Context: an optimization exercise on an open-source flow, tuned for small area, a short achievable clock period and few clock cycles. The choices shown serve that exercise and are no tape-out recipe.
RTL that was checked went through simulation tests only; none was proved equivalent to the original.
Only the layout flow was run in run 2; the RTL was not checked for function there.
Power and IR drop assume default switching activity.

File: flow/config.mk
export PLATFORM = sky130hd
export DESIGN_NAME = cpu_top
export DESIGN_NICKNAME = cpu_top
export VERILOG_FILES = /design/flow/design.v
export SDC_FILE = /design/flow/constraint.sdc
export NUM_CORES = 4
export LEC_CHECK = 0
export ABC_CLOCK_PERIOD_IN_PS = 2000
export CAP_MARGIN = 20
export CORE_MARGIN = 2
export CORE_UTILIZATION = 40
export CTS_CLUSTER_DIAMETER = 100
export CTS_CLUSTER_SIZE = 30
export SETUP_SLACK_MARGIN = 3.0
export SLEW_MARGIN = 20
File: flow/flow/run.sh
#!/bin/bash
# Standard layout, with plain buffers (buf_2) instead of delay cells on the ports.
set -euo pipefail
export BUFFER_PORTS_ARGS="-buffer_cell sky130_fd_sc_hd__buf_2"
bash standard.sh > standard.log 2>&1
File: flow/standard.sh
#!/bin/bash
# synth_recipe.tcl (not shown) runs the flow's synth.tcl, then flattens the netlist and writes it again
# the make line also repeats each setting of config.mk as NAME=value (left out here)
make -C /OpenROAD-flow-scripts/flow DESIGN_CONFIG=/design/flow/config.mk WORK_HOME=/design/flow/orfs CLKGATE_MAP_FILE= SYNTH_SCRIPT=/design/flow/synth_recipe.tcl "${@:-finish}"
File: flow/design.v
module accumulator (
    input wire clk,            
    input wire rst,            
    input wire ld_ac,          
    input wire [7:0] data_in,  
    output reg [7:0] acc_out   
);
    always @(posedge clk or posedge rst) begin
        if (rst)
            acc_out <= 8'h00;
        else if (ld_ac)
            acc_out <= data_in;
    end
endmodule
module address_mux (
    input wire dbg,
    input wire [4:0] pc,
    input wire [4:0] dbg_addr,
    output wire [4:0] faddr
);
    assign faddr = dbg ? dbg_addr : pc;
endmodule
module alu (
    input wire [7:0] in_a,        
    input wire [7:0] in_b,        
    input wire [2:0] opcode,
    output reg [7:0] alu_out
);
    always @(*) begin
        case (opcode)
            3'd2: alu_out = in_a + in_b;    
            3'd3: alu_out = in_a & in_b;    
            3'd4: alu_out = in_a ^ in_b;    
            default: alu_out = in_b;        
        endcase
    end
endmodule
module controller (
    input wire clk,
    input wire rst,
    input wire [2:0] opcode,       
    input wire [4:0] operand,
    input wire [7:0] acc_next,
    input wire [7:0] acc,
    input wire [4:0] pc,
    input wire [4:0] sto_addr,     
    output reg [2:0] eop,          
    output reg halt,               
    output wire load0,             
    output wire pc_en,
    output wire ld_ac,             
    output wire wr,                
    output wire is_jmp,            
    output wire dbg_sel,           
    output wire fwd_r,             
    output wire fwd_e,             
    output wire fwd_o,             
    output wire r_sto              
);
    localparam [2:0]
        HLT = 3'd0, SKZ = 3'd1, ADD = 3'd2, AND = 3'd3,
        XOR = 3'd4, LDA = 3'd5, STO = 3'd6, NOP = 3'd7;
    reg run, ld, accz;
    reg e_ld, e_sto, e_skz;
    wire valid = run | ld;
    assign load0 = rst | ~valid;
    assign pc_en = ~load0;
    assign ld_ac = e_ld;
    assign wr    = e_sto;
    wire   annul = e_skz & accz;                  
    wire   r_ok  = valid & ~annul & ~halt;        
    assign is_jmp  = r_ok & (opcode == NOP);
    assign r_sto   = r_ok & (opcode == STO);
    assign dbg_sel = halt;
    assign fwd_r = r_sto & (pc == operand);
    assign fwd_e = wr & (pc == sto_addr);
    assign fwd_o = wr & (operand == sto_addr);
    always @(posedge clk or posedge rst) begin
        if (rst) begin
            run   <= 1'b0;
            accz  <= 1'b1;
            halt  <= 1'b0;
            e_ld  <= 1'b0;
            e_sto <= 1'b0;
            e_skz <= 1'b0;
        end else begin
            run   <= 1'b1;
            accz  <= (acc_next == 8'h00);
            if (!halt) begin
                halt  <= r_ok & (opcode == HLT);
                e_ld  <= r_ok & (opcode == ADD || opcode == AND ||
                                 opcode == XOR || opcode == LDA);
                e_sto <= r_ok & (opcode == STO);
                e_skz <= r_ok & (opcode == SKZ);
            end
        end
    end
    always @(posedge clk) begin
        ld  <= load0;
        eop <= opcode;
    end
endmodule
module instruction_reg (
    input wire clk,
    input wire load0,
    input wire prog_fwd,         
    input wire [7:0] prog_data,
    input wire [7:0] mem0,
    input wire fwd_r,
    input wire [7:0] acc_next,
    input wire fwd_e,
    input wire [7:0] acc,
    input wire [7:0] fdata,
    input wire jmp,              
    input wire r_sto,
    input wire fwd_o,
    input wire [7:0] odata,
    output reg [7:0] ir,
    output reg [7:0] opr
);
    wire [7:0] oval = fwd_o ? acc : odata;
    always @(posedge clk) begin
        if (load0)
            ir <= prog_fwd ? prog_data : mem0;
        else if (jmp)
            ir <= oval;
        else if (fwd_r)
            ir <= acc_next;
        else if (fwd_e)
            ir <= acc;
        else
            ir <= fdata;
    end
    always @(posedge clk) begin
        if (r_sto)
            opr <= {3'b000, ir[4:0]};
        else
            opr <= oval;
    end
endmodule
module memory (
    input wire clk,
    input wire wr,
    input wire [4:0] waddr,
    input wire [7:0] wdata,
    input wire prog_we,
    input wire [4:0] prog_addr,
    input wire [7:0] prog_data,
    input wire [4:0] faddr,
    output wire [7:0] fdata,
    input wire [4:0] oaddr,
    output wire [7:0] odata,
    output wire [7:0] mem0
);
    reg [7:0] mem [0:31];
    always @(posedge clk) begin
        if (prog_we)
            mem[prog_addr] <= prog_data;
        else if (wr)
            mem[waddr] <= wdata;
    end
    assign fdata = mem[faddr];
    assign odata = mem[oaddr];
    assign mem0  = mem[0];
endmodule
module program_counter (
    input wire clk,
    input wire rst,
    input wire en,
    input wire jmp,
    input wire [4:0] operand,   
    output reg [4:0] pc         
);
    always @(posedge clk or posedge rst) begin
        if (rst)
            pc <= 5'd1;
        else if (en)
            pc <= (jmp ? operand : pc) + 5'd1;
    end
endmodule
module cpu_top (
    input wire clk,           
    input wire rst,           
    input wire prog_we,       
    input wire [4:0] prog_addr,  
    input wire [7:0] prog_data,  
    input wire [4:0] dbg_addr,   
    output wire halt,         
    output wire [7:0] accum,  
    output wire [7:0] dbg_data   
);
    wire [7:0] ir;            
    wire [4:0] pc;            
    wire [7:0] acc, acc_next, opr;
    wire [2:0] eop;           
    wire [2:0] opcode  = ir[7:5];
    wire [4:0] operand = ir[4:0];
    wire load0, pc_en, ld_ac, wr, is_jmp, dbg_sel;
    wire fwd_r, fwd_e, fwd_o, r_sto;
    wire [4:0] faddr;
    wire [7:0] fdata, odata, mem0, alu_out;
    controller ctrl (
        .clk(clk), .rst(rst), .opcode(opcode), .operand(operand),
        .acc_next(acc_next), .acc(acc), .pc(pc), .sto_addr(opr[4:0]),
        .eop(eop), .halt(halt), .load0(load0), .pc_en(pc_en), .ld_ac(ld_ac),
        .wr(wr), .is_jmp(is_jmp), .dbg_sel(dbg_sel),
        .fwd_r(fwd_r), .fwd_e(fwd_e), .fwd_o(fwd_o), .r_sto(r_sto)
    );
    address_mux amux (
        .dbg(dbg_sel), .pc(pc), .dbg_addr(dbg_addr), .faddr(faddr)
    );
    program_counter pcr (
        .clk(clk), .rst(rst), .en(pc_en), .jmp(is_jmp), .operand(operand),
        .pc(pc)
    );
    memory mem (
        .clk(clk), .wr(wr), .waddr(opr[4:0]), .wdata(acc),
        .prog_we(prog_we), .prog_addr(prog_addr), .prog_data(prog_data),
        .faddr(faddr), .fdata(fdata), .oaddr(operand), .odata(odata),
        .mem0(mem0)
    );
    instruction_reg irr (
        .clk(clk), .load0(load0), .prog_fwd(prog_we && prog_addr == 5'd0),
        .prog_data(prog_data), .mem0(mem0),
        .fwd_r(fwd_r), .acc_next(acc_next), .fwd_e(fwd_e), .acc(acc),
        .fdata(fdata), .jmp(is_jmp), .r_sto(r_sto), .fwd_o(fwd_o), .odata(odata),
        .ir(ir), .opr(opr)
    );
    alu alu_inst (
        .in_a(acc), .in_b(opr), .opcode(eop), .alu_out(alu_out)
    );
    assign acc_next = ld_ac ? alu_out : acc;
    accumulator accr (
        .clk(clk), .rst(rst), .ld_ac(ld_ac), .data_in(alu_out), .acc_out(acc)
    );
    assign accum = acc;
    assign dbg_data = ir;
endmodule
File: flow/constraint.sdc
create_clock -name core_clock -period 5.0 [get_ports {clk}]
set_input_delay 1.0000 -clock core_clock [delete_from_list [all_inputs] [get_ports {clk}]]
set_output_delay 1.0000 -clock core_clock [all_outputs]
set_load 0.01 [all_outputs]
==> out/results.ini, run 1 <==
[clock_network]
insertion_delay_ps = 520
cts_max_level = 1
clkSinkCount = 295
numCtsBuffers = 14
hold_buffers = 0
cts_tree = done
clk_pin_slew_ps = 120
root_buffer = clkbuf_16
cts.path.max_buffers = 3

[sta]
drv_slew = 0
period_share_pct = 54.0
max_freq_ghz = 0.370
rsz0062_at_grt = yes
tns_ps = 0
period_minus_slack_ps = 2700
tightest_slew_ps = 939
relSlewSlack_pct = 37.3
setup_violations = 0
hold_viol = 0
clock_skew_ps = 26.0

[synthesis]
synthArstFlopShare_pct = 6.44
ys_ff_latch = 295
syn_inst = 1062
seq_area_frac_synth_pct = 56.4
synth_edf_count = 256
yosysWarnings = 6
netlist_area_mm2 = 0.0152
synth_fp_nets = 1093
synth-main-ff-cell = edfxtp_1
yosys.cell_types.count = 70
synth_area_per_cell_um2 = 14.3

[layout]
fin_util_pct = 51.8
n_antenna_cell = 0
syn2layout_area_growth_pct = 27.9
multi_input_area_mm2 = 0.00732
seq_area_mm2 = 0.00863
drive_gt1_share_pct = 44.6
mostFrequentLayoutCells = 256 x edfxtp_1, 119 x mux4_2, 79 x buf_4
fillCellCount = 3056
final_cell_count_no_fill = 1724
finalNetCount = 1237
final_common_cell = edfxtp_1

[critical_path]
arrival_ps = 3110
rr_startpoint = irr.ir[0]$_DFF_P_
rrSetupSlack_ps = 2300
worstPathRequired_ps = 5400
end_kind = register
worstReg2RegEnd = irr.ir[3]$_DFF_P_
crit_type = register to register
ff2ff_path_depth = 12
startpoint_type = register
cp_max_fo = 8

[global_route]
grt_pass1_vias = 10838
overflow = 0
grt_pass1_wl_um = 74900
grt_max_degree = 33
antenna_found_initial = 0
grt.total_usage_pct = 26.3

[detailed_routing]
wirelength_um = 51800
dr.pass1.iters = 6
drt-initial-drc-count = 1565
vias_per_cell = 6.44
wire_per_inst_um = 30.0
drcViolationCount = 0
num_vias = 11103
final_antenna_net_count = 0

[outcome]
outcome = complete, no violations

[hold_path]
hp-class = register to register
hp-start = irr.ir[7]$_DFF_P_
min_to = ctrl.eop[2]$_DFF_P_
min_path_cells = 0

[floorplanning]
initial_core_util_pct = 40.5
dieArea_mm2 = 0.0395
core_mm2 = 0.0375
die_h_um = 199
die_x_um = 199
num_rows = 71
boundaryPins = 38

[flow_run]
maxCapViolCount = 0

[power]
p_leak_nw = 6.57
clkPwrFrac_pct = 19.3
p_int_mw = 4.70
p_total_mw = 7.18
combPwrFrac_pct = 36.1
seq_power_share_pct = 44.6
p_sw_mw = 2.49
swShare_pct = 34.6
ir_drop_mv = 0.199
power.density_mw_per_mm2 = 370

[place]
placed_cells = 1559
port_buffers = 37
place_congestion = 0.858
hpwl_um = 33300

worst max-delay path, stage by stage, from the launching register on:
cell      delay [ps]
dfxtp_4          430
buf_12           140
buf_4            120
buf_12           120
buf_12           150
buf_12           110
mux4_2           560
nand2_2          100
nand3_1           90
a211oi_2         290
nor3_1           110
a211oi_1         240
o22ai_1          130
per-stage QoR:
stage | worst slack, ps | instance area [um2] | hold slack, ps
2_1_floorplan | 2230 | 16000 | 429
3_3_place_gp | 1280 | 16400 | 431
3_5_place_dp | 1300 | 16400 | 437
4_1_cts | 2350 | 18900 | 417
5_1_grt | 2230 | 19400 | 427
6_report | 2300 | 19400 | 420
how the worst max path moves through the flow:
stage,startpoint,to,slack [ps],cells past startpoint
floorplan,dbg_addr[0],irr.ir[5]$_DFF_P_,2230,6
global placement,dbg_addr[0],irr.ir[6]$_DFF_P_,1280,8
detailed placement,dbg_addr[0],irr.ir[6]$_DFF_P_,1300,8
CTS,irr.ir[0]$_DFF_P_,irr.ir[2]$_DFF_P_,2350,9
global route,irr.ir[0]$_DFF_P_,irr.ir[6]$_DFF_P_,2230,12
finish,irr.ir[0]$_DFF_P_,irr.ir[3]$_DFF_P_,2300,12
cells by family after synthesis:
logic type      synth area share, %
buf+inv                        2.65
fa+ha+maj                     0.873
other cells                  0.0247
mux                            21.3
compound gates                 9.37
xor+xnor                      0.923
flops                          56.4
simple gates                   8.41
cell usage after synthesis (10+ instances only):
cell | n | share of area (%)
a211oi_1 | 11 | 0.54
nand3_1 | 20 | 0.66
buf_2 | 15 | 0.49
nand2b_1 | 25 | 1.0
mux4_2 | 119 | 18
nand2_1 | 71 | 1.8
o22ai_1 | 12 | 0.49
dfxtp_1 | 20 | 2.6
o21ai_0 | 36 | 1.2
a21oi_1 | 36 | 1.2
mux2i_1 | 32 | 2.1
inv_1 | 13 | 0.32
dfrtp_1 | 17 | 2.8
nor2_1 | 91 | 2.2
edfxtp_1 | 256 | 51
nor3_1 | 15 | 0.49
clkbuf_1 | 40 | 0.99
nor2b_1 | 13 | 0.54
a22oi_1 | 36 | 1.8
xor2_1 | 10 | 0.58
mux2_2 | 20 | 1.5
power groups by stage:
| stage | Clock, mW | Combinational (mW) | Sequential, mW |
|---|---|---|---|
| floorplan | 0 | 1.41 | 3.08 |
| global placement | 0 | 1.70 | 3.30 |
| detailed placement | 0 | 1.73 | 3.30 |
| CTS | 1.38 | 2.35 | 3.20 |
| global route | 1.48 | 2.74 | 3.22 |
| finish | 1.38 | 2.59 | 3.21 |
layer usage:
metal | track usage, % | routed length (um) | part of all wire [%] | vias to the layer above
li1 | - | - | - | 4568
met1 | 35.4 | 19900 | 38 | 5684
met2 | 43.4 | 24400 | 47 | 699
met3 | 3.61 | 4960 | 9.6 | 152
met4 | 10.3 | 2500 | 4.8 | 0
met5 | 0 | 0 | 0 | -
area by class of cell:
| class | count | share of cell area, % |
|---|---|---|
| Timing Repair Buffer | 199 | 12.1 |
| Clock buffer | 18 | 1.99 |
| Sequential cell | 295 | 44.4 |
| Multi-Input combinational cell | 683 | 37.7 |
| Tap cell | 511 | 3.29 |
| Inverter | 13 | 0.251 |
| Clock inverter | 5 | 0.226 |
repair_timing:
action | 4_1_cts | 5_1_grt
setup buffers | 111 | 25
endpoints found under the hold margin | 0 | 0
resized for setup | 154 | 52
setup endpoints to repair | 397 | 179
pin swaps | 71 | 30
gates cloned | 4 | 2
sequential cells by signal (all words and copies together), names as in the netlist:
| name | cells |
|---|---|
| ctrl.e_sto | 1 |
| accr.acc_out | 8 |
| irr.ir | 8 |
| mem.mem | 256 |
| irr.opr | 8 |
| ctrl.e_ld | 1 |
| ctrl.e_skz | 1 |
| pcr.pc | 5 |
| ctrl.accz | 1 |
| ctrl.halt | 1 |
| ctrl.ld | 1 |
| ctrl.run | 1 |
| ctrl.eop | 3 |
Testbench counts, summed over its fixed seeds: cycles 33,875.
==> inputs of run 2 (changes only) <==
--- a/flow/design.v
+++ b/flow/design.v
@@ -48,5 +48,4 @@
     output reg halt,               
     output wire load0,             
-    output wire pc_en,
     output wire ld_ac,             
     output wire wr,                
@@ -61,12 +60,11 @@
         HLT = 3'd0, SKZ = 3'd1, ADD = 3'd2, AND = 3'd3,
         XOR = 3'd4, LDA = 3'd5, STO = 3'd6, NOP = 3'd7;
-    reg run, ld, accz;
+    reg run, ld;
     reg e_ld, e_sto, e_skz;
     wire valid = run | ld;
     assign load0 = rst | ~valid;
-    assign pc_en = ~load0;
     assign ld_ac = e_ld;
     assign wr    = e_sto;
-    wire   annul = e_skz & accz;                  
+    wire   annul = e_skz & (acc == 8'h00);        
     wire   r_ok  = valid & ~annul & ~halt;        
     assign is_jmp  = r_ok & (opcode == NOP);
@@ -79,5 +77,4 @@
         if (rst) begin
             run   <= 1'b0;
-            accz  <= 1'b1;
             halt  <= 1'b0;
             e_ld  <= 1'b0;
@@ -86,5 +83,4 @@
         end else begin
             run   <= 1'b1;
-            accz  <= (acc_next == 8'h00);
             if (!halt) begin
                 halt  <= r_ok & (opcode == HLT);
@@ -97,5 +93,5 @@
     end
     always @(posedge clk) begin
-        ld  <= load0;
+        ld   <= load0;
         eop <= opcode;
     end
@@ -119,23 +115,17 @@
     output reg [7:0] opr
 );
-    wire [7:0] oval = fwd_o ? acc : odata;
-    always @(posedge clk) begin
-        if (load0)
-            ir <= prog_fwd ? prog_data : mem0;
-        else if (jmp)
-            ir <= oval;
-        else if (fwd_r)
-            ir <= acc_next;
-        else if (fwd_e)
-            ir <= acc;
-        else
-            ir <= fdata;
-    end
-    always @(posedge clk) begin
-        if (r_sto)
-            opr <= {3'b000, ir[4:0]};
-        else
-            opr <= oval;
-    end
+    wire s_load = load0;
+    wire s_acc  = ~load0 & (jmp ? fwd_o : (fwd_r | fwd_e));
+    wire s_odat = ~load0 & jmp & ~fwd_o;
+    wire s_fdat = ~load0 & ~jmp & ~fwd_r & ~fwd_e;
+    wire [7:0] ldata = prog_fwd ? prog_data : mem0;
+    always @(posedge clk)
+        ir <= ({8{s_load}} & ldata) | ({8{s_acc}} & acc_next) |
+              ({8{s_odat}} & odata) | ({8{s_fdat}} & fdata);
+    wire o_acc = ~r_sto & fwd_o;
+    wire o_dat = ~r_sto & ~fwd_o;
+    always @(posedge clk)
+        opr <= ({8{r_sto}} & {3'b000, ir[4:0]}) | ({8{o_acc}} & acc) |
+               ({8{o_dat}} & odata);
 endmodule
 module memory (
@@ -166,14 +156,13 @@
 module program_counter (
     input wire clk,
-    input wire rst,
-    input wire en,
+    input wire load0,           
     input wire jmp,
     input wire [4:0] operand,   
     output reg [4:0] pc         
 );
-    always @(posedge clk or posedge rst) begin
-        if (rst)
+    always @(posedge clk) begin
+        if (load0)
             pc <= 5'd1;
-        else if (en)
+        else
             pc <= (jmp ? operand : pc) + 5'd1;
     end
@@ -196,5 +185,5 @@
     wire [2:0] opcode  = ir[7:5];
     wire [4:0] operand = ir[4:0];
-    wire load0, pc_en, ld_ac, wr, is_jmp, dbg_sel;
+    wire load0, ld_ac, wr, is_jmp, dbg_sel;
     wire fwd_r, fwd_e, fwd_o, r_sto;
     wire [4:0] faddr;
@@ -203,5 +192,5 @@
         .clk(clk), .rst(rst), .opcode(opcode), .operand(operand),
         .acc_next(acc_next), .acc(acc), .pc(pc), .sto_addr(opr[4:0]),
-        .eop(eop), .halt(halt), .load0(load0), .pc_en(pc_en), .ld_ac(ld_ac),
+        .eop(eop), .halt(halt), .load0(load0), .ld_ac(ld_ac),
         .wr(wr), .is_jmp(is_jmp), .dbg_sel(dbg_sel),
         .fwd_r(fwd_r), .fwd_e(fwd_e), .fwd_o(fwd_o), .r_sto(r_sto)
@@ -211,5 +200,5 @@
     );
     program_counter pcr (
-        .clk(clk), .rst(rst), .en(pc_en), .jmp(is_jmp), .operand(operand),
+        .clk(clk), .load0(load0), .jmp(is_jmp), .operand(operand),
         .pc(pc)
     );
@@ -235,4 +224,7 @@
     );
     assign accum = acc;
-    assign dbg_data = ir;
-endmodule
+    reg [7:0] dbg_q;
+    always @(posedge clk)
+        dbg_q <= fdata;
+    assign dbg_data = dbg_q;
+endmodule
--- a/flow/config.mk
+++ b/flow/config.mk
@@ -11,5 +11,5 @@
 export CORE_UTILIZATION = 40
 export CTS_CLUSTER_DIAMETER = 100
-export CTS_CLUSTER_SIZE = 30
-export SETUP_SLACK_MARGIN = 3.0
+export CTS_CLUSTER_SIZE = 24
+export SETUP_SLACK_MARGIN = 2.5
 export SLEW_MARGIN = 20
==> out/results.ini, run 2 <==
[outcome]
outcome = complete, no violations

[floorplanning]
initial_core_util_pct = 40.8
num_rows = 70
core_mm2 = 0.0367
dieArea_mm2 = 0.0390
die_h_um = 197
boundaryPins = 38
die_x_um = 197

[sta]
tightest_slew_ps = 930
rsz0062_at_grt = yes
period_share_pct = 53.3
hold_viol = 0
setup_violations = 0
drv_slew = 0
max_freq_ghz = 0.375
period_minus_slack_ps = 2660
clock_skew_ps = 24.8
tns_ps = 0
relSlewSlack_pct = 37.8

[synthesis]
netlist_area_mm2 = 0.0150
synth_area_per_cell_um2 = 13.3
seq_area_frac_synth_pct = 58.0
yosysWarnings = 7
yosysMostFrequentCell = edfxtp_1
post-synth-top-area-cell = edfxtp_1
synthTopCellsByArea = edfxtp_1 51%, mux4_2 12%, mux2i_1 5.0%
ys_ff_latch = 302
syn_inst = 1122
synth_fp_nets = 1153
netlist_top_cells_count = 256 x edfxtp_1, 146 x nand2_1, 78 x mux4_2, 78 x nor2_1, 75 x mux2i_1
synth_top_area_share_pct = 51.4
synth-main-ff-cell = edfxtp_1
yosys.cell_types.count = 63
synth_edf_count = 256
synthArstFlopShare_pct = 4.30

[layout]
finalNetCount = 1245
syn2layout_area_growth_pct = 18.2
largest_reg_flops = 256
final_common_cell = edfxtp_1
n_antenna_cell = 0
final_cell_area_mm2 = 0.0177
multi_input_area_mm2 = 0.00659
mostFrequentLayoutCells = 256 x edfxtp_1, 143 x nand2_1, 78 x mux4_2
fillCellCount = 3144
top_register = mem.mem
fin_util_pct = 48.2
seq_area_mm2 = 0.00870
drive_gt1_share_pct = 28.8

[place]
port_buffers = 37
hpwl_um = 30600
place_congestion = 0.913
placed_area_mm2 = 0.0157

[critical_path]
crit_type = register to register
worstPathRequired_ps = 5410
cp_max_fo = 8
rr_startpoint = ctrl.halt$_DFF_PP0_
end_kind = register
arrival_ps = 3080
startpoint = ctrl.halt$_DFF_PP0_
startpoint_type = register

[detailed_routing]
wire_per_inst_um = 28.8
drcViolationCount = 0
wirelength_um = 48800
drt-initial-drc-count = 1223
vias_per_cell = 6.46
num_vias = 10923
final_antenna_net_count = 0
dr.pass1.iters = 5

[hold_path]
hp-class = register to register
hp-start = irr.ir[6]$_DFF_P_

[power]
p_leak_nw = 6.00
power.density_mw_per_mm2 = 389
ir_drop_mv = 0.234
p_total_mw = 6.88

[clock_network]
root_buffer = clkbuf_16
hold_buffers = 0
numCtsBuffers = 16
cts_tree = done
cts_max_level = 1
clk_pin_slew_ps = 100
cts.path.max_buffers = 3
insertion_delay_ps = 520
clkSinkCount = 302

[global_route]
grt_max_degree = 40
antenna_found_initial = 0
grt.total_usage_pct = 24.8
grt_pass1_wl_um = 70400
overflow = 0
grt_pass1_vias = 10309

[flow_run]
maxCapViolCount = 0

run 2: critical path, cell delays in order, from the launching register on:
cell,delay (ps)
dfrtp_4,510
buf_12,170
mux2_8,400
buf_4,160
mux4_2,420
a22oi_2,190
nand4_1,230
a222oi_1,360
o21ai_1,110
run 2: cells by family (layout without fill, tap and decap cells):
group | after synthesis | after routing | share of synthesized area [%]
simple gates | 355 | 356 | 10.6
flops | 302 | 302 | 58.0
compound gates | 177 | 177 | 8.39
mux | 173 | 179 | 18.4
buf+inv | 83 | 178 | 2.46
xor+xnor | 21 | 21 | 1.23
fa+ha+maj | 10 | 10 | 0.887
other cells | 1 | 1 | 0.0251
run 2: worst paths after layout:
check,depth (start not counted),slack (ps),endpoint
worst min-delay path,0,420,ctrl.eop[1]$_DFF_P_
min in group asynchronous,2,510,accr.acc_out[4]$_DFF_PP0_
worst max register to register,8,2340,irr.ir[4]$_DFF_P_
worst max-delay path,8,2340,irr.ir[4]$_DFF_P_
worst min register to register,0,420,ctrl.eop[1]$_DFF_P_
max in group asynchronous,2,4090,ctrl.halt$_DFF_PP0_
run 2: area by class of cell:
type                       count  share of cell area (%)
clock inverter                 1                  0.0495
tap                          468                    3.31
sequential                   302                    49.2
clock buffer                  27                    2.74
timing repair buffer         134                    7.11
multi-input combinational    744                    37.3
inverter                      16                   0.340
run 2: per-stage QoR:
step                instances  hold WS (ps)  worst slack [ps]
finish                   1692           422              2340
global route             1692           437              2290
CTS                      1656           418              2400
detailed placement       1578           404              1300
global placement         1578           409              1320
floorplan                1122           372              2370
run 2: routing by layer:
layer  up-vias  global-route usage [%]  share of wire [%]
li1       4594                       -                  -
met1      5540                    34.5                 39
met3       125                    3.84                 10
met4         0                    11.0                5.3
met5         -                       0                  0
met2       664                    38.8                 46
run 2: power by group:
| group | switching, mW | leakage, nW | internal (mW) |
|---|---|---|---|
| combinational | 1.28 | 3.02 | 0.896 |
| clock | 0.815 | 0.237 | 0.674 |
| sequential | 0.269 | 2.74 | 2.95 |
| total | 2.37 | 6.00 | 4.52 |
run 2: what timing repair did:
item,CTS,global route
pin swaps,14,29
gates cloned,6,2
setup endpoints to repair,349,272
buffers inserted,44,34
resized for setup,80,41
==> inputs of run 3 (changes only) <==
--- a/flow/design.v
+++ b/flow/design.v
@@ -60,5 +60,5 @@
         HLT = 3'd0, SKZ = 3'd1, ADD = 3'd2, AND = 3'd3,
         XOR = 3'd4, LDA = 3'd5, STO = 3'd6, NOP = 3'd7;
-    reg run, ld;
+    reg run, ld, accz;
     reg e_ld, e_sto, e_skz;
     wire valid = run | ld;
@@ -66,5 +66,5 @@
     assign ld_ac = e_ld;
     assign wr    = e_sto;
-    wire   annul = e_skz & (acc == 8'h00);        
+    wire   annul = e_skz & accz;                  
     wire   r_ok  = valid & ~annul & ~halt;        
     assign is_jmp  = r_ok & (opcode == NOP);
@@ -94,4 +94,5 @@
     always @(posedge clk) begin
         ld   <= load0;
+        accz <= load0 | (acc_next == 8'h00);
         eop <= opcode;
     end
--- a/flow/config.mk
+++ b/flow/config.mk
@@ -9,5 +9,5 @@
 export CAP_MARGIN = 20
 export CORE_MARGIN = 2
-export CORE_UTILIZATION = 40
+export CORE_UTILIZATION = 55
 export CTS_CLUSTER_DIAMETER = 100
 export CTS_CLUSTER_SIZE = 24
==> out/results.ini, run 3 <==
[synthesis]
synth_top_area_share_pct = 50.7
synthArstFlopShare_pct = 4.29
ys_ff_latch = 303
netlist_area_mm2 = 0.0152
yosys.cell_types.count = 67
yosysMostFrequentCell = edfxtp_1
seq_area_frac_synth_pct = 57.4
synth_fp_nets = 1110
yosysWarnings = 7
post-synth-top-area-cell = edfxtp_1
netlist_top_cells_count = 256 x edfxtp_1, 102 x nand2_1, 99 x mux4_2
synth_area_per_cell_um2 = 14.0
synthTopCellsByArea = edfxtp_1 51%, mux4_2 15%, mux2i_1 5.2%
syn_inst = 1079
synth-main-ff-cell = edfxtp_1
synth_edf_count = 256

[sta]
relSlewSlack_pct = 21.9
rsz0062_at_grt = yes
period_minus_slack_ps = 2650
tightest_slew_ps = 1170
clock_skew_ps = 22.8
drv_slew = 0
setup_violations = 0
tns_ps = 0
hold_viol = 0
period_share_pct = 53.1
hold_ws_ps = 433
max_freq_ghz = 0.377

[layout]
syn2layout_area_growth_pct = 19.0
n_antenna_cell = 0
seq_area_mm2 = 0.00872
top_register = mem.mem
finalNetCount = 1198
multi_input_area_mm2 = 0.00698
final_cell_count_no_fill = 1513
drive_gt1_share_pct = 35.1
fillCellCount = 1958
largest_reg_flops = 256
final_common_cell = edfxtp_1
mostFrequentLayoutCells = 256 x edfxtp_1, 99 x mux4_2, 98 x nand2_1

[critical_path]
ff2ff_path_depth = 9
crit_chain = buf_6, buf_6, mux4_2, mux2i_1, nor3_1, a221oi_1, o21ai_1, a222oi_1, nand2_1
cp_num_buf_inv = 2
worstPathRequired_ps = 5420
crit_path_max_incr_delay_ps = 510
crit_type = register to register
cp_max_fo = 5
cp_slowest_cell = mux4_2
cpMostUsedCell = buf_6
worst-path-stages = 9
arrival_ps = 3070
startpoint_type = register
end_kind = register
cp_top_family = compound AO/OA/AOI/OAI gates

[clock_network]
root_buffer = clkbuf_16
hold_buffers = 0
clk_pin_slew_ps = 110
cts.path.max_buffers = 3
cts_tree = done
insertion_delay_ps = 530
numCtsBuffers = 16
cts_max_level = 1
clkSinkCount = 303

[detailed_routing]
wire_per_inst_um = 31.6
vias_per_cell = 7.00
drt-met1-wl_um = 20000
dr.pass1.iters = 6
highest_layer = met4
wl_met2_um = 21400
wirelength_um = 47800
drt-initial-drc-count = 1360
final_antenna_net_count = 0
wl_met3_um = 4660
drcViolationCount = 0
num_vias = 10596

[hold_path]
min_path_cells = 0
hp-class = register to register

[global_route]
antenna_found_initial = 0
grt.total_usage_pct = 33.3
overflow = 0
grt_max_degree = 35
grt_pass1_vias = 9850
grt_pass1_wl_um = 68400

[power]
power.density_mw_per_mm2 = 409
p_leak_nw = 6.11
ir_drop_mv = 0.301

[floorplanning]
initial_core_util_pct = 56.1
die_x_um = 170
dieArea_mm2 = 0.0289
core_mm2 = 0.0270
num_rows = 60
die_h_um = 170
boundaryPins = 38

[place]
port_buffers = 37
placed_cells = 1411
place_congestion = 0.909
hpwl_um = 30300

[flow_run]
maxCapViolCount = 0

[outcome]
outcome = complete, no violations

run 3: power breakdown:
group          total (mW)  internal (mW)  switching (mW)
Clock                1.45          0.632           0.822
Combinational        2.68           1.12            1.56
Sequential           3.24           3.00           0.241
run 3: timing repair:
action	CTS	global route
pin swaps	26	28
gates resized for setup	98	69
setup buffers	41	29
cloned	6	3
hold endpoints to repair	0	0
endpoints found under the setup margin	89	204
run 3: through the flow:
step,cell area (um2),total power [mW],worst slack [ps],utilization (%)
2_1_floorplan,15400,4.63,2160,-
3_5_place_dp,15900,5.35,975,58.8
3_3_place_gp,15900,5.33,947,58.8
6_report,18000,7.37,2350,66.7
4_1_cts,17300,7.15,2370,64.1
5_1_grt,18000,7.62,2320,66.7
run 3: kinds of logic after synthesis:
| family | share of synthesized area (%) |
|---|---|
| buffers and inverters | 2.90 |
| other | 0.0248 |
| DFF | 57.4 |
| xor gates and xnor gates | 1.21 |
| AOI/OAI and AO/OA | 7.81 |
| adders and majority gates | 0.875 |
| muxes | 21.4 |
| and+or+nand+nor | 8.40 |
run 3: layout make-up:
cell class,count,share of cell area [%]
clock buffer,22,2.46
inverter,27,0.569
clock inverter,1,0.0625
sequential,303,48.4
tap,341,2.37
multi-input combinational,682,38.7
timing repair buffer,137,7.45
run 3: worst paths after layout:
path                            slack, ps              start                         to
worst max-delay path                 2350  irr.ir[0]$_DFF_P_          irr.ir[5]$_DFF_P_
worst min-delay path                  430  irr.ir[6]$_DFF_P_        ctrl.eop[1]$_DFF_P_
worst max register to register       2350  irr.ir[0]$_DFF_P_          irr.ir[5]$_DFF_P_
worst min register to register        430  irr.ir[6]$_DFF_P_        ctrl.eop[1]$_DFF_P_
max in group asynchronous            4070                rst  accr.acc_out[2]$_DFF_PP0_
min in group asynchronous             530                rst        ctrl.halt$_DFF_PP0_
run 3: routing by layer:
metal	up-vias	GRT usage (%)
li1	4436	-
met1	5494	50.9
met2	568	49.4
met3	98	5.49
met4	0	10.4
met5	-	0
run 3: worst register-to-register path, stage by stage, from the launching register on:
cell and delay, ps:
dfxtp_4 450, buf_6 170, buf_6 130, mux4_2 510, mux2i_1 190, nor3_1 100
a221oi_1 270, o21ai_1 280, a222oi_1 350, nand2_1 100
Testbench counts of run 3, summed over its fixed seeds: cycles 33,875.
==> inputs of run 4 (changes only) <==
--- a/flow/config.mk
+++ b/flow/config.mk
@@ -9,7 +9,8 @@
 export CAP_MARGIN = 20
 export CORE_MARGIN = 2
-export CORE_UTILIZATION = 55
+export CORE_UTILIZATION = 40
 export CTS_CLUSTER_DIAMETER = 100
 export CTS_CLUSTER_SIZE = 24
+export PLACE_DENSITY = 0.8
 export SETUP_SLACK_MARGIN = 2.5
 export SLEW_MARGIN = 20
==> out/results.ini, run 4 <==
[synthesis]
netlist_top_cells_count = 256 x edfxtp_1, 102 x nand2_1, 99 x mux4_2
netlist_area_mm2 = 0.0152
seq_area_frac_synth_pct = 57.4
synth_top_area_share_pct = 50.7
synth_area_per_cell_um2 = 14.0
yosys.cell_types.count = 67
synthArstFlopShare_pct = 4.29
synth_fp_nets = 1110
synthTopCellsByArea = edfxtp_1 51%, mux4_2 15%, mux2i_1 5.2%
synth_edf_count = 256
yosysMostFrequentCell = edfxtp_1
synth-main-ff-cell = edfxtp_1
yosysWarnings = 7
post-synth-top-area-cell = edfxtp_1
ys_ff_latch = 303
syn_inst = 1079

[layout]
final_cell_area_mm2 = 0.0181
mostFrequentLayoutCells = 256 x edfxtp_1, 99 x mux4_2, 96 x nand2_1
drive_gt1_share_pct = 34.0
fillCellCount = 3118
final_cell_count_no_fill = 1672
largest_reg_flops = 256
top_register = mem.mem
syn2layout_area_growth_pct = 19.4
final_common_cell = edfxtp_1
finalNetCount = 1187

[critical_path]
arrival_ps = 3120
startpoint_type = register
worstPathRequired_ps = 5410
rrSetupSlack_ps = 2290
cp_max_fo = 14
end_kind = register
crit_type = register to register

[outcome]
outcome = complete, no violations

[detailed_routing]
dr.pass1.iters = 6
drcViolationCount = 0
num_vias = 10988
vias_per_cell = 6.57
final_antenna_net_count = 0
wirelength_um = 49900
drt-initial-drc-count = 1560
wire_per_inst_um = 29.9

[global_route]
antenna_found_initial = 1
grt_pass1_vias = 10696
grt.total_usage_pct = 25.3
grt_max_degree = 47
grt_pass1_wl_um = 72000
overflow = 0

[floorplanning]
boundaryPins = 38
die_x_um = 199
dieArea_mm2 = 0.0394
initial_core_util_pct = 40.4
core_mm2 = 0.0375
die_h_um = 199
num_rows = 71

[power]
ir_drop_mv = 0.258
power.density_mw_per_mm2 = 407
p_leak_nw = 6.06

[sta]
setup_ws_ps = 2290
period_share_pct = 54.2
max_freq_ghz = 0.369
setup_violations = 0
hold_viol = 0
relSlewSlack_pct = 23.2
tns_ps = 0
drv_slew = 0
rsz0062_at_grt = yes
period_minus_slack_ps = 2710
clock_skew_ps = 24.4
hold_ws_ps = 438
tightest_slew_ps = 1150

[clock_network]
cts_tree = done
numCtsBuffers = 16
clkSinkCount = 303
root_buffer = clkbuf_16
cts_max_level = 1
insertion_delay_ps = 530
hold_buffers = 0
cts.path.max_buffers = 3
clk_pin_slew_ps = 100

[flow_run]
maxCapViolCount = 0

[place]
hpwl_um = 30900
post-place-ws_ps = 1130
placed_cells = 1579
port_buffers = 37
placed_area_mm2 = 0.0161
place_congestion = 0.961

[hold_path]
hp-class = register to register

## run 4: cell count changes in the layout (fill, tap and decap cells not counted), sizes merged
| cell | change |
|---|---|
| bufbuf | +2 |
| buf | -15 |
| clkinv | +1 |
| mux2 | +2 |
| clkbuf | -3 |
| nand2b | +1 |
| diode | +1 |
## run 4: cells by family (layout without fill, tap and decap cells)
| family | after synthesis | after routing | synth area share [%] |
|---|---|---|---|
| mux | 197 | 203 | 21.4 |
| simple gates | 279 | 280 | 8.40 |
| fa+ha+maj | 10 | 10 | 0.875 |
| other cells | 1 | 2 | 0.0248 |
| flops | 303 | 303 | 57.4 |
| xor+xnor | 21 | 21 | 1.21 |
| buf+inv | 98 | 172 | 2.90 |
| compound gates | 170 | 170 | 7.81 |
## run 4: critical path, cell delays in order (launching register included)
cell and delay (ps):
dfxtp_2 610, buf_6 310, nand2b_2 320, a21oi_1 90, nand2_1 210, o211ai_1 210, a211o_1 430, buf_4 180
mux2i_1 140, a21oi_1 90
## run 4: timing repair
item                                    4_1_cts  5_1_grt
setup buffers                                41       19
gates cloned                                  8        2
pin swaps                                    15       25
endpoints found under the setup margin      108      215
gates resized for setup                     104       53
## run 4: worst paths after layout
check	from	to	cells past startpoint
min in group asynchronous	rst	accr.acc_out[4]$_DFF_PP0_	2
max in group asynchronous	rst	accr.acc_out[2]$_DFF_PP0_	2
hold / removal	irr.ir[5]$_DFF_P_	ctrl.eop[0]$_DFF_P_	0
setup reg to reg	irr.ir[3]$_DFF_P_	irr.opr[4]$_DFF_P_	9
hold reg to reg	irr.ir[5]$_DFF_P_	ctrl.eop[0]$_DFF_P_	0
setup / recovery	irr.ir[3]$_DFF_P_	irr.opr[4]$_DFF_P_	9
## run 4: cell type report
type | instances | area (um2) | share of cell area [%]
Sequential cell | 303 | 8720 | 48.2
Multi-Input combinational cell | 685 | 6940 | 38.4
Timing Repair Buffer | 123 | 1240 | 6.88
Tap cell | 511 | 639 | 3.53
Clock buffer | 20 | 415 | 2.30
Inverter | 27 | 101 | 0.560
Clock inverter | 2 | 27.5 | 0.152
Antenna cell | 1 | 2.50 | 0.0138
## run 4: through the flow
stage | util [%] | power, mW
after detailed placement | 42.9 | 5.35
after CTS | 47.0 | 7.11
after floorplan | - | 4.63
final | 48.3 | 7.36
after global placement | 42.9 | 5.31
after global routing | 48.2 | 7.57
## run 4: where the power goes
| group | internal, mW | switching, mW | leakage (nW) |
|---|---|---|---|
| registers | 3.00 | 0.278 | 2.75 |
| logic | 1.10 | 1.58 | 3.09 |
| clock network | 0.602 | 0.806 | 0.215 |
## run 4: layer usage
layer | vias up | share of wire, % | wire [um] | GRT usage [%]
met1 | 5537 | 36 | 17900 | 33.5
li1 | 4422 | - | - | -
met3 | 169 | 13 | 6360 | 5.70
met2 | 860 | 46 | 23000 | 39.8
met5 | - | 0 | 0 | 0
met4 | 0 | 5.5 | 2730 | 11.7
==> inputs of run 5 (changes only) <==
--- a/flow/config.mk
+++ b/flow/config.mk
@@ -12,5 +12,4 @@
 export CTS_CLUSTER_DIAMETER = 100
 export CTS_CLUSTER_SIZE = 24
-export PLACE_DENSITY = 0.8
 export SETUP_SLACK_MARGIN = 2.5
 export SLEW_MARGIN = 20
==> out/results.ini, run 5 <==
[outcome]
outcome = complete, no violations

[synthesis]
synthArstFlopShare_pct = 4.29
synth-xor-area-share_pct = 1.21
yosysMostFrequentCell = edfxtp_1
synthTopCellsByArea = edfxtp_1 51%, mux4_2 15%, mux2i_1 5.2%
synth_edf_count = 256
synthAdderAreaFrac_pct = 0.875
synth.area.mux_share_pct = 21.4
yosys.cell_types.count = 67
synth_area_per_cell_um2 = 14.0
syn_inst = 1079
ys_ff_latch = 303
netlist_area_mm2 = 0.0152
synth_top_family_by_area = multiplexers
synthSimpleGateAreaFrac_pct = 8.40
post-synth-top-area-cell = edfxtp_1
synth_fp_nets = 1110
yosysWarnings = 7
netlist_top_cells_count = 256 x edfxtp_1, 102 x nand2_1, 99 x mux4_2
synth_top_area_share_pct = 50.7
synth_compound_area_share_pct = 7.81
seq_area_frac_synth_pct = 57.4
synth-main-ff-cell = edfxtp_1

[place]
place_congestion = 0.962
port_buffers = 37
hpwl_um = 31700
post-place-ws_ps = 1090

[clock_network]
cts.path.max_buffers = 3
cts_max_level = 1
clk_pin_slew_ps = 100
numCtsBuffers = 16
hold_buffers = 0
cts_tree = done
root_buffer = clkbuf_16
insertion_delay_ps = 530
clkSinkCount = 303

[power]
seq_power_share_pct = 44.8
combPwrFrac_pct = 35.4
p_leak_nw = 5.91
ir_drop_mv = 0.200
p_int_mw = 4.67
swShare_pct = 35.8
clkPwrFrac_pct = 19.8
p_sw_mw = 2.61
power.density_mw_per_mm2 = 409
p_total_mw = 7.28

[global_route]
grt.total_usage_pct = 24.7
overflow = 0
antenna_found_initial = 0
grt_max_degree = 48
grt_pass1_wl_um = 69600
grt_pass1_vias = 9998

[critical_path]
startpoint_type = register
startpoint = ctrl.halt$_DFF_PP0_
crit_chain = buf_12, mux2_4, mux4_2, a211oi_4, a21oi_2, mux2_4, a221o_1
arrival_ps = 3070
rr_startpoint = ctrl.halt$_DFF_PP0_
cpMostUsedCell = mux2_4
crit_type = register to register
cp_slowest_cell = dfrtp_4
cp_max_fo = 6
crit_path_max_incr_delay_ps = 540
end_kind = register
worstPathRequired_ps = 5430

[floorplanning]
die_h_um = 199
core_mm2 = 0.0375
num_rows = 71
dieArea_mm2 = 0.0394
boundaryPins = 38
die_x_um = 199
initial_core_util_pct = 40.4

[sta]
hold_ws_ps = 445
tns_ps = 0
hold_viol = 0
tightest_slew_ps = 1230
rsz0062_at_grt = yes
setup_violations = 0
relSlewSlack_pct = 17.7
clock_skew_ps = 28.1
setup_ws_ps = 2350
drv_slew = 0
period_minus_slack_ps = 2650
max_freq_ghz = 0.378
period_share_pct = 53.0

[layout]
top_register = mem.mem
mostFrequentLayoutCells = 256 x edfxtp_1, 100 x nand2_1, 99 x mux4_2
syn2layout_area_growth_pct = 17.5
final_common_cell = edfxtp_1
fin_util_pct = 47.5
fillCellCount = 3291
drive_gt1_share_pct = 32.5
n_antenna_cell = 0
finalNetCount = 1172
largest_reg_flops = 256

[detailed_routing]
num_vias = 10467
drt-initial-drc-count = 1411
wire_per_inst_um = 29.5
wirelength_um = 48900
drcViolationCount = 0
final_antenna_net_count = 0
dr.pass1.iters = 6
vias_per_cell = 6.32

[flow_run]
maxCapViolCount = 0

[hold_path]
hp-start = irr.ir[6]$_DFF_P_
hp-class = register to register

-- run 5: cell counts after synthesis --
No cell type changed its count.
-- run 5: final cells by class --
class                   instances  area [um2]  area share [%]
clock buffers                  22         444            2.49
repair buffers                109        1020            5.73
inverters                      27         101           0.569
flip-flops and latches        303        8720            49.0
well taps                     511         639            3.59
clock inverters                 1        8.76          0.0492
multi-input cells             684        6870            38.6
-- run 5: what timing repair did --
action	CTS	global route
endpoints found under the setup margin	71	253
resized for setup	89	45
pin swaps	14	13
gates cloned	5	3
setup buffers	29	16
hold endpoints to repair	0	0
-- run 5: final timing paths --
| path | end | slack [ps] | cells after the start |
|---|---|---|---|
| worst min register to register | ctrl.eop[1]$_DFF_P_ | 450 | 0 |
| worst max register to register | irr.ir[0]$_DFF_P_ | 2350 | 7 |
| min in group asynchronous | accr.acc_out[5]$_DFF_PP0_ | 520 | 2 |
| max in group asynchronous | ctrl.halt$_DFF_PP0_ | 4080 | 2 |
| worst max-delay path | irr.ir[0]$_DFF_P_ | 2350 | 7 |
| worst min-delay path | ctrl.eop[1]$_DFF_P_ | 450 | 0 |
-- run 5: routing by layer --
layer / global-route usage (%) / share of wire (%)
met1: 34.8 / 40
met2: 38.5 / 45
met3: 5.26 / 11
met4: 7.57 / 3.7
met5: 0 / 0
-- run 5: kinds of logic (layout without fill, tap and decap cells) --
group | count (synthesis) | count (layout)
other | 1 | 1
buffers and inverters | 98 | 159
adder cells (fa/ha/maj) | 10 | 10
AO/OA/AOI/OAI | 170 | 170
multiplexers | 197 | 202
flip-flops | 303 | 303
XOR/XNOR | 21 | 21
AND/OR/NAND/NOR | 279 | 280
-- run 5: through the flow --
| stage | std cells | area [um2] |
|---|---|---|
| after floorplan | 1079 | 15400 |
| after global placement | 1581 | 16100 |
| after detailed placement | 1581 | 16100 |
| after CTS | 1638 | 17400 |
| after global routing | 1657 | 17800 |
| final | 1657 | 17800 |
-- run 5: power groups by stage --
stage / registers (mW) / clock network [mW] / logic, mW
4_1_cts: 3.24 / 1.47 / 2.41
3_5_place_dp: 3.34 / 0 / 2.04
2_1_floorplan: 3.16 / 0 / 1.48
3_3_place_gp: 3.34 / 0 / 2.01
6_report: 3.26 / 1.44 / 2.58
5_1_grt: 3.28 / 1.53 / 2.72
-- run 5: worst max-delay path, delay by kind of cell, from the launching register on --
kind,cells,cell delay (ps)
mux,3,1170
flops,1,540
compound gates,3,670
buf+inv,1,170
==> inputs of run 6 (changes only) <==
--- a/flow/config.mk
+++ b/flow/config.mk
@@ -12,4 +12,4 @@
 export CTS_CLUSTER_DIAMETER = 100
 export CTS_CLUSTER_SIZE = 24
-export SETUP_SLACK_MARGIN = 2.5
+export SETUP_SLACK_MARGIN = 2.3
 export SLEW_MARGIN = 20
==> out/results.ini, run 6 <==
[layout]
mostFrequentLayoutCells = 256 x edfxtp_1, 101 x nand2_1, 99 x mux4_2
largest_reg_flops = 256
syn2layout_area_growth_pct = 14.8
top_register = mem.mem
final_cell_count_no_fill = 1658
drive_gt1_share_pct = 30.2
fin_util_pct = 46.4
final_common_cell = edfxtp_1
finalNetCount = 1173

[sta]
tns_ps = 0
period_share_pct = 55.9
setup_violations = 0
tightest_slew_ps = 1050
relSlewSlack_pct = 29.4
period_minus_slack_ps = 2790
hold_viol = 0
max_freq_ghz = 0.358
drv_slew = 0
clock_skew_ps = 33.6
rsz0062_at_grt = yes

[critical_path]
worstPathRequired_ps = 5380
startpoint_type = input port
cp_max_fo = 8
end_kind = register
crit_type = input port to register
arrival_ps = 3170

[detailed_routing]
wirelength_um = 49400
num_vias = 10479
final_antenna_net_count = 0
vias_per_cell = 6.32
drcViolationCount = 0
wire_per_inst_um = 29.8
dr.pass1.iters = 5
drt-initial-drc-count = 1296

[floorplanning]
num_rows = 71
boundaryPins = 38
die_x_um = 199
initial_core_util_pct = 40.4
dieArea_mm2 = 0.0394
core_mm2 = 0.0375
die_h_um = 199

[synthesis]
synth_edf_count = 256
synth.area.mux_share_pct = 21.4
yosysWarnings = 7
syn_inst = 1079
yosysMostFrequentCell = edfxtp_1
synth_compound_area_share_pct = 7.81
synth_top_family_by_area = multiplexers
synth_fp_nets = 1110
netlist_top_cells_count = 256 x edfxtp_1, 102 x nand2_1, 99 x mux4_2
synthSimpleGateAreaFrac_pct = 8.40
post-synth-top-area-cell = edfxtp_1
synthAdderAreaFrac_pct = 0.875
ys_ff_latch = 303
synthArstFlopShare_pct = 4.29
synth_area_per_cell_um2 = 14.0
netlist_area_mm2 = 0.0152
synth-main-ff-cell = edfxtp_1
seq_area_frac_synth_pct = 57.4
yosys.cell_types.count = 67
synthTopCellsByArea = edfxtp_1 51%, mux4_2 15%, mux2i_1 5.2%
synth_top_area_share_pct = 50.7
synth-xor-area-share_pct = 1.21

[hold_path]
hp-class = register to register

[power]
clkPwrFrac_pct = 19.7
combPwrFrac_pct = 35.0
power.density_mw_per_mm2 = 414
p_sw_mw = 2.58
p_int_mw = 4.62
seq_power_share_pct = 45.2
ir_drop_mv = 0.224
p_leak_nw = 5.85
swShare_pct = 35.8

[clock_network]
cts_tree = done
insertion_delay_ps = 540
cts_max_level = 1
clk_pin_slew_ps = 100
clkSinkCount = 303
numCtsBuffers = 16
hold_buffers = 0
cts.path.max_buffers = 3
root_buffer = clkbuf_16

[global_route]
antenna_found_initial = 0
grt_max_degree = 33
grt.total_usage_pct = 25.3
grt_pass1_wl_um = 71100
overflow = 0
grt_pass1_vias = 10078

[place]
port_buffers = 37
hpwl_um = 33000
place_congestion = 0.960
placed_cells = 1585

[outcome]
outcome = complete, no violations

[flow_run]
maxCapViolCount = 0

run 6: cell types whose count changed in the layout (fill, tap and decap cells not counted), sizes merged, moves of 3 or more:
| cell | delta |
|---|---|
| clkinv | +3 |
| mux2 | -3 |
| buf | +3 |
| clkbuf | -3 |
run 6: timing repair:
item | in CTS | in global routing
endpoints found under the setup margin | 284 | 167
cloned | 4 | 1
setup buffers | 24 | 21
pin swaps | 7 | 12
resized for setup | 59 | 30
run 6: power groups by stage:
stage	clock network, mW	registers, mW	logic, mW
after global routing	1.52	3.27	2.66
after detailed placement	0	3.35	2.04
after floorplan	0	3.16	1.44
final	1.42	3.25	2.52
after CTS	1.44	3.26	2.33
after global placement	0	3.35	2.03
run 6: per-layer routing:
metal / GRT usage [%] / vias up / share of wire (%)
li1: - / 4368 / -
met1: 34.7 / 5377 / 39
met2: 39.7 / 630 / 46
met3: 5.65 / 104 / 11
met4: 9.26 / 0 / 4.0
met5: 0 / - / 0
run 6: worst max-delay path: stages:
cell      delay (ps)
buf_2            140
mux2_8           380
buf_12           170
buf_6            110
mux4_2           520
nand2_2          100
o211ai_1         210
a221oi_1         360
nand3_1          150
run 6: per-stage QoR:
step	setup slack (ps)	power (mW)	hold slack (ps)	area, um2
2_1_floorplan	2160	4.59	373	15300
3_3_place_gp	1290	5.38	390	16000
3_5_place_dp	1250	5.39	403	16000
4_1_cts	2240	7.03	415	17000
5_1_grt	2190	7.45	425	17400
6_report	2210	7.19	418	17400
run 6: logic make-up (layout without fill, tap and decap cells):
family | Yosys count | after routing
flip-flops | 303 | 303
buffers and inverters | 98 | 162
adder cells (fa/ha/maj) | 10 | 10
multiplexers | 197 | 200
AO/OA/AOI/OAI | 170 | 170
other | 1 | 2
XOR/XNOR | 21 | 21
AND/OR/NAND/NOR | 279 | 279
run 6: cell type report:
class                           count  area (um2)
Clock inverter                      3        30.0
Tap cell                          511         639
Clock buffer                       19         412
Fill cell                        3271       20100
Timing Repair Buffer              113         987
Sequential cell                   303        8720
Antenna cell                        1        2.50
Multi-Input combinational cell    681        6500
Inverter                           27         101
run 6: worst paths after layout:
| kind | cells past startpoint | to | start | slack [ps] |
|---|---|---|---|---|
| setup reg to reg | 9 | irr.ir[3]$_DFF_P_ | ctrl.halt$_DFF_PP0_ | 2220 |
| setup / recovery | 9 | irr.ir[3]$_DFF_P_ | dbg_addr[1] | 2210 |
| hold reg to reg | 0 | ctrl.eop[1]$_DFF_P_ | irr.ir[6]$_DFF_P_ | 420 |
| max in group asynchronous | 2 | accr.acc_out[0]$_DFF_PP0_ | rst | 4120 |
| min in group asynchronous | 2 | accr.acc_out[6]$_DFF_PP0_ | rst | 510 |
| hold / removal | 0 | ctrl.eop[1]$_DFF_P_ | irr.ir[6]$_DFF_P_ | 420 |
==> inputs of run 7 (changes only) <==
--- a/flow/config.mk
+++ b/flow/config.mk
@@ -7,9 +7,9 @@
 export LEC_CHECK = 0
 export ABC_CLOCK_PERIOD_IN_PS = 2000
-export CAP_MARGIN = 20
+export CAP_MARGIN = 10
 export CORE_MARGIN = 2
 export CORE_UTILIZATION = 40
 export CTS_CLUSTER_DIAMETER = 100
 export CTS_CLUSTER_SIZE = 24
-export SETUP_SLACK_MARGIN = 2.3
-export SLEW_MARGIN = 20
+export SETUP_SLACK_MARGIN = 2.5
+export SLEW_MARGIN = 10
==> out/results.ini, run 7 <==
[floorplanning]
die_x_um = 199
dieArea_mm2 = 0.0394
die_h_um = 199
boundaryPins = 38
num_rows = 71
core_mm2 = 0.0375
initial_core_util_pct = 40.4

[global_route]
grt_max_degree = 48
grt_pass1_vias = 10011
overflow = 0
grt_pass1_wl_um = 69100
grt.total_usage_pct = 24.6
antenna_found_initial = 1

[critical_path]
rrSetupSlack_ps = 2320
end_kind = register
cp-endpoint = irr.ir[0]$_DFF_P_
arrival_ps = 3130
startpoint_type = input port
ff2ff_path_depth = 8
crit_type = input port to register
startpoint = dbg_addr[1]
rr_startpoint = ctrl.halt$_DFF_PP0_
worstPathRequired_ps = 5430
cp_max_fo = 7
worstReg2RegEnd = irr.ir[7]$_DFF_P_

[detailed_routing]
final_antenna_net_count = 0
dr.pass1.iters = 7
drt-initial-drc-count = 1265
wirelength_um = 49100
wire_per_inst_um = 29.2
num_vias = 10635
vias_per_cell = 6.32
drcViolationCount = 0

[power]
p_leak_nw = 6.08
seq_power_share_pct = 44.3
ir_drop_mv = 0.184
clkPwrFrac_pct = 20.1
swShare_pct = 35.7
combPwrFrac_pct = 35.6
p_sw_mw = 2.62
power.density_mw_per_mm2 = 406
p_int_mw = 4.73

[hold_path]
min_path_cells = 0
hp-class = register to register

[sta]
drv_slew = 9
period_share_pct = 54.0
max_freq_ghz = 0.371
relSlewSlack_pct = -1.86
period_minus_slack_ps = 2700
tns_ps = 0
tightest_slew_ps = 1520
hold_viol = 0
rsz0062_at_grt = yes
clock_skew_ps = 18.9
setup_violations = 0

[clock_network]
clk_pin_slew_ps = 110
hold_buffers = 0
cts.path.max_buffers = 3
clkSinkCount = 303
root_buffer = clkbuf_16
insertion_delay_ps = 530
cts_max_level = 1
cts_tree = done
numCtsBuffers = 16

[layout]
final_common_cell = edfxtp_1
seq_area_mm2 = 0.00872
top_register = mem.mem
final_cell_count_no_fill = 1683
syn2layout_area_growth_pct = 19.6
finalNetCount = 1197
drive_gt1_share_pct = 34.4
fillCellCount = 3240
mostFrequentLayoutCells = 256 x edfxtp_1, 100 x nand2_1, 99 x mux4_2
largest_reg_flops = 256
multi_input_area_mm2 = 0.00687
final_cell_area_mm2 = 0.0181

[place]
hpwl_um = 31600
place_congestion = 0.962
placed_cells = 1581
port_buffers = 37
placed_area_mm2 = 0.0161

[synthesis]
synth_top_area_share_pct = 50.7
synthTopCellsByArea = edfxtp_1 51%, mux4_2 15%, mux2i_1 5.2%
synthArstFlopShare_pct = 4.29
post-synth-top-area-cell = edfxtp_1
yosysMostFrequentCell = edfxtp_1
yosys.cell_types.count = 67
ys_ff_latch = 303
synth-main-ff-cell = edfxtp_1
synth_edf_count = 256
netlist_area_mm2 = 0.0152
synth_fp_nets = 1110
seq_area_frac_synth_pct = 57.4
synth_area_per_cell_um2 = 14.0
netlist_top_cells_count = 256 x edfxtp_1, 102 x nand2_1, 99 x mux4_2
yosysWarnings = 7
syn_inst = 1079

[outcome]
so_faults = max-capacitance violations, max-slew violations
outcome = failed layout checks

[flow_run]
maxCapViolCount = 1

[run 7: cell types whose count changed in the layout (fill, tap and decap cells not counted), moves of 3 or more]
| cell | previous run | this run |
|---|---|---|
| nor2_4 | 0 | 27 |
| a221oi_1 | 10 | 2 |
| buf_4 | 55 | 65 |
| o21ai_1 | 0 | 3 |
| buf_12 | 13 | 19 |
| nor2_1 | 46 | 41 |
| mux2i_2 | 5 | 10 |
| mux2i_1 | 72 | 64 |
| nor2_2 | 27 | 5 |
| o21ai_0 | 15 | 12 |
| a221oi_2 | 2 | 10 |
| buf_8 | 1 | 5 |
[run 7: power by group through the flow]
stage                     sequential [mW]  combinational (mW)  clock [mW]
after floorplan                      3.16                1.48           0
after global placement               3.34                2.01           0
after detailed placement             3.34                2.03           0
after CTS                            3.25                2.39        1.49
after global routing                 3.28                2.77        1.57
final                                3.26                2.62        1.47
[run 7: routing by layer]
layer | track usage [%] | vias to the layer above | wire [um]
met5 | 0 | - | 0
met4 | 7.49 | 0 | 1700
met3 | 4.80 | 98 | 4780
met2 | 38.2 | 634 | 22600
met1 | 35.0 | 5466 | 20100
li1 | - | 4437 | -
[run 7: worst min path at each step]
| stage | start | end | slack, ps |
|---|---|---|---|
| 2_1_floorplan | irr.ir[5]$_DFF_P_ | ctrl.eop[0]$_DFF_P_ | 370 |
| 3_3_place_gp | irr.ir[5]$_DFF_P_ | ctrl.eop[0]$_DFF_P_ | 440 |
| 3_5_place_dp | irr.ir[5]$_DFF_P_ | ctrl.eop[0]$_DFF_P_ | 440 |
| 4_1_cts | irr.ir[5]$_DFF_P_ | ctrl.eop[0]$_DFF_P_ | 470 |
| 5_1_grt | irr.ir[6]$_DFF_P_ | ctrl.eop[1]$_DFF_P_ | 470 |
| 6_report | irr.ir[6]$_DFF_P_ | ctrl.eop[1]$_DFF_P_ | 460 |
[run 7: final cells by class]
class / instances / share of cell area [%]
Antenna cell: 2 / 0.0276
Timing Repair Buffer: 136 / 7.27
Sequential cell: 303 / 48.1
Multi-Input combinational cell: 682 / 37.9
Inverter: 27 / 0.559
Clock buffer: 19 / 2.27
Tap cell: 511 / 3.53
Clock inverter: 3 / 0.297
[run 7: cells by family (layout without fill, tap and decap cells)]
| group | count (synthesis) | after routing | synth area share (%) |
|---|---|---|---|
| buf+inv | 98 | 185 | 2.90 |
| fa+ha+maj | 10 | 10 | 0.875 |
| flops | 303 | 303 | 57.4 |
| xor+xnor | 21 | 21 | 1.21 |
| simple gates | 279 | 279 | 8.40 |
| mux | 197 | 201 | 21.4 |
| compound gates | 170 | 170 | 7.81 |
| other cells | 1 | 3 | 0.0248 |
[run 7: timing repair]
item                       CTS  global route
setup endpoints to repair   37           215
cloned                       4             2
gates resized for setup     76            65
pin swaps                   15            24
setup buffers               35            37
[run 7: per-stage QoR]
stage / hold WS [ps] / power, mW / utilization [%] / worst slack, ps
detailed placement: 445 / 5.38 / 43.0 / 1090
finish: 464 / 7.35 / 48.3 / 2300
global placement: 441 / 5.36 / 43.0 / 1070
global route: 474 / 7.61 / 48.3 / 2300
floorplan: 373 / 4.63 / - / 2160
CTS: 465 / 7.13 / 46.4 / 2330
[run 7: critical path, stage by stage]
cell,delay (ps)
buf_4,160
mux2_8,380
mux4_2,450
nor2b_4,140
a211oi_2,330
a21oi_1,70
mux2_4,290
a221o_1,300
==> inputs of run 8 (changes only) <==
--- a/flow/design.v
+++ b/flow/design.v
@@ -225,7 +225,4 @@
     );
     assign accum = acc;
-    reg [7:0] dbg_q;
-    always @(posedge clk)
-        dbg_q <= fdata;
-    assign dbg_data = dbg_q;
-endmodule
+    assign dbg_data = ir;
+endmodule
--- a/flow/config.mk
+++ b/flow/config.mk
@@ -7,5 +7,5 @@
 export LEC_CHECK = 0
 export ABC_CLOCK_PERIOD_IN_PS = 2000
-export CAP_MARGIN = 10
+export CAP_MARGIN = 20
 export CORE_MARGIN = 2
 export CORE_UTILIZATION = 40
@@ -13,3 +13,3 @@
 export CTS_CLUSTER_SIZE = 24
 export SETUP_SLACK_MARGIN = 2.5
-export SLEW_MARGIN = 10
+export SLEW_MARGIN = 20
==> out/results.ini, run 8 <==
[critical_path]
startpoint_type = register
ff2ff_path_depth = 5
crit_path_max_incr_delay_ps = 660
arrival_ps = 3000
cp_slowest_cell = a211oi_1
crit_chain = mux2i_2, nand2_1, a211oi_1, o31ai_1, o2111ai_1
end_kind = register
worstReg2RegEnd = irr.ir[6]$_DFF_P_
rrSetupSlack_ps = 2460
cp_max_fo = 12
rr_startpoint = ctrl.halt$_DFF_PP0_
worstPathRequired_ps = 5460
crit_type = register to register

[clock_network]
root_buffer = clkbuf_16
clk_pin_slew_ps = 110
insertion_delay_ps = 530
cts_tree = done
cts.path.max_buffers = 3
numCtsBuffers = 16
clkSinkCount = 295
cts_max_level = 1

[sta]
clock_skew_ps = 33.1
max_freq_ghz = 0.394
drv_slew = 0
tightest_slew_ps = 1200
hold_viol = 0
tns_ps = 0
period_minus_slack_ps = 2540
rsz0062_at_grt = yes
setup_violations = 0
hold_ws_ps = 522
setup_ws_ps = 2460
relSlewSlack_pct = 20.1
period_share_pct = 50.8

[synthesis]
synth_area_per_cell_um2 = 13.9
yosysMostFrequentCell = edfxtp_1
synth_top_area_share_pct = 49.7
syn_inst = 1112
yosys.cell_types.count = 83
netlist_top_cells_count = 256 x edfxtp_1, 161 x mux2i_1, 72 x nor2_1
post-synth-top-area-cell = edfxtp_1
synth_edf_count = 256
synthTopCellsByArea = edfxtp_1 50%, mux2i_1 10%, mux4_2 7.6%
synth-main-ff-cell = edfxtp_1
netlist_area_mm2 = 0.0155
yosysWarnings = 6
seq_area_frac_synth_pct = 55.1
synthArstFlopShare_pct = 4.41
ys_ff_latch = 295
synth_fp_nets = 1143

[floorplanning]
boundaryPins = 38
die_h_um = 201
dieArea_mm2 = 0.0403
die_x_um = 201
core_mm2 = 0.0384
num_rows = 72
initial_core_util_pct = 40.3

[global_route]
grt_pass1_wl_um = 70400
grt.total_usage_pct = 23.5
grt_max_degree = 64
antenna_found_initial = 1
grt_pass1_vias = 10140
grt_use_met1_pct = 33.2
use_met3_pct = 3.72
overflow = 0
use_met2_pct = 37.5
busiest_layer = met2

[detailed_routing]
wire_per_inst_um = 28.6
vias_per_cell = 6.21
final_antenna_net_count = 0
drcViolationCount = 0
dr.pass1.iters = 7
drt-initial-drc-count = 1238
wirelength_um = 47500
num_vias = 10320

[power]
ir_drop_mv = 0.176
p_leak_nw = 5.90
power.density_mw_per_mm2 = 369

[place]
place_congestion = 1.02
port_buffers = 37
post-place-ws_ps = 1530
hpwl_um = 32500

[hold_path]
hp-class = input port to asynchronous set/reset pin

[outcome]
outcome = complete, no violations

[layout]
final_common_cell = edfxtp_1
multi_input_area_mm2 = 0.00692
fillCellCount = 3410
drive_gt1_share_pct = 27.3
finalNetCount = 1170
syn2layout_area_growth_pct = 12.3
seq_area_mm2 = 0.00856
fin_util_pct = 45.3
n_antenna_cell = 0
mostFrequentLayoutCells = 256 x edfxtp_1, 153 x mux2i_1, 53 x mux4_2
top_register = mem.mem
largest_reg_flops = 256

[flow_run]
maxCapViolCount = 0

[run 8: where the power goes]
group          switching [mW]  internal (mW)  total, mW
combinational            1.10          0.699       1.80
sequential              0.240           2.90       3.14
clock                   0.819          0.648       1.47
total                    2.16           4.25       6.40
[run 8: area by class of cell]
| class | instances | share of cell area, % |
|---|---|---|
| well taps | 518 | 3.73 |
| flip-flops and latches | 295 | 49.3 |
| inverters | 15 | 0.324 |
| repair buffers | 86 | 4.08 |
| clock inverters | 2 | 0.115 |
| clock buffers | 22 | 2.61 |
| multi-input cells | 725 | 39.9 |
[run 8: worst max-delay path by stage]
stage / from / endpoint / cells past startpoint
6_report: ctrl.halt$_DFF_PP0_ / irr.ir[6]$_DFF_P_ / 5
3_3_place_gp: prog_we / mem.mem[13][1]$_DFFE_PP_ / 5
2_1_floorplan: prog_we / mem.mem[13][0]$_DFFE_PP_ / 6
3_5_place_dp: prog_we / mem.mem[22][5]$_DFFE_PP_ / 6
5_1_grt: accr.acc_out[0]$_DFF_PP0_ / irr.ir[4]$_DFF_P_ / 9
4_1_cts: prog_we / mem.mem[12][7]$_DFFE_PP_ / 5
[run 8: per-layer routing]
metal  vias up  routed length (um)
met5         -                   0
met4         0                1580
met3        81                3560
met2       473               21700
met1      5296               20600
li1       4470                   -
[run 8: per-stage QoR]
stage | cells | area [um2] | power, mW
2_1_floorplan | 1112 | 15700 | 4.18
3_3_place_gp | 1612 | 16300 | 4.73
3_5_place_dp | 1612 | 16300 | 4.74
4_1_cts | 1654 | 17200 | 6.34
5_1_grt | 1663 | 17400 | 6.64
6_report | 1663 | 17400 | 6.40
[run 8: what timing repair did]
action                                  4_1_cts  5_1_grt
hold buffers                                  0        0
resized for setup                            44       32
gates cloned                                  1        0
endpoints found under the setup margin      293      200
pin swaps                                     7       11
setup buffers                                17        9
[run 8: kinds of logic (layout without fill, tap and decap cells)]
| family | after synthesis | after routing | share of synthesized area, % |
|---|---|---|---|
| AOI/OAI and AO/OA | 200 | 200 | 9.47 |
| xor gates and xnor gates | 20 | 20 | 1.23 |
| buffers and inverters | 93 | 125 | 3.40 |
| and+or+nand+nor | 231 | 231 | 7.80 |
| adders and majority gates | 10 | 10 | 0.857 |
| DFF | 295 | 295 | 55.1 |
| muxes | 262 | 263 | 22.1 |
| other | 1 | 1 | 0.0242 |
[run 8: worst max-delay path: cells and delay by family, from the launching register on]
kind | cells | cell delay [ps]
compound gates | 3 | 990
flops | 1 | 560
mux | 1 | 430
simple gates | 1 | 480
Testbench counts of run 8, summed over its fixed seeds: cycles 33,875.

-- port drivers added, routing unchanged --
In the flow no input, the clock included, has a driving cell. The finished layouts below were timed again as built, in two steps.
Step 1: set_driving_cell puts a clkbuf_16 on clk and a buf_2 on each other input, an assumption about the parent block.
Step 2 times the ports against the registers' clock, not the clock port: input delays grow and output delays shrink by t, the midpoint of the rising clock arrivals with the driver on.
Three values: ideal ports, drivers, drivers and shift; two values: the first two.
run	t, ns	setup slack, ns	worst data-port slew with drivers (ns)
run 1	0.571	2.298 / 2.298 / 1.823	0.06
run 2	0.565	2.335 / 2.335 / 1.826	0.04
run 3	0.574	2.346 / 2.346 / 1.821	0.04
run 4	0.569	2.291 / 2.291 / 1.819	0.05
run 5	0.565	2.352 / 2.352 / 1.807	0.04
run 6	0.583	2.206 / 2.216 / 1.658	0.08
run 7	0.571	2.302 / 2.317 / 1.758	0.04
run 8	0.571	2.460 / 2.460 / 1.942	0.04
The setup slack of run 6, which loses most, moves by +0.010 ns with the drivers and by -0.548 ns with both steps.
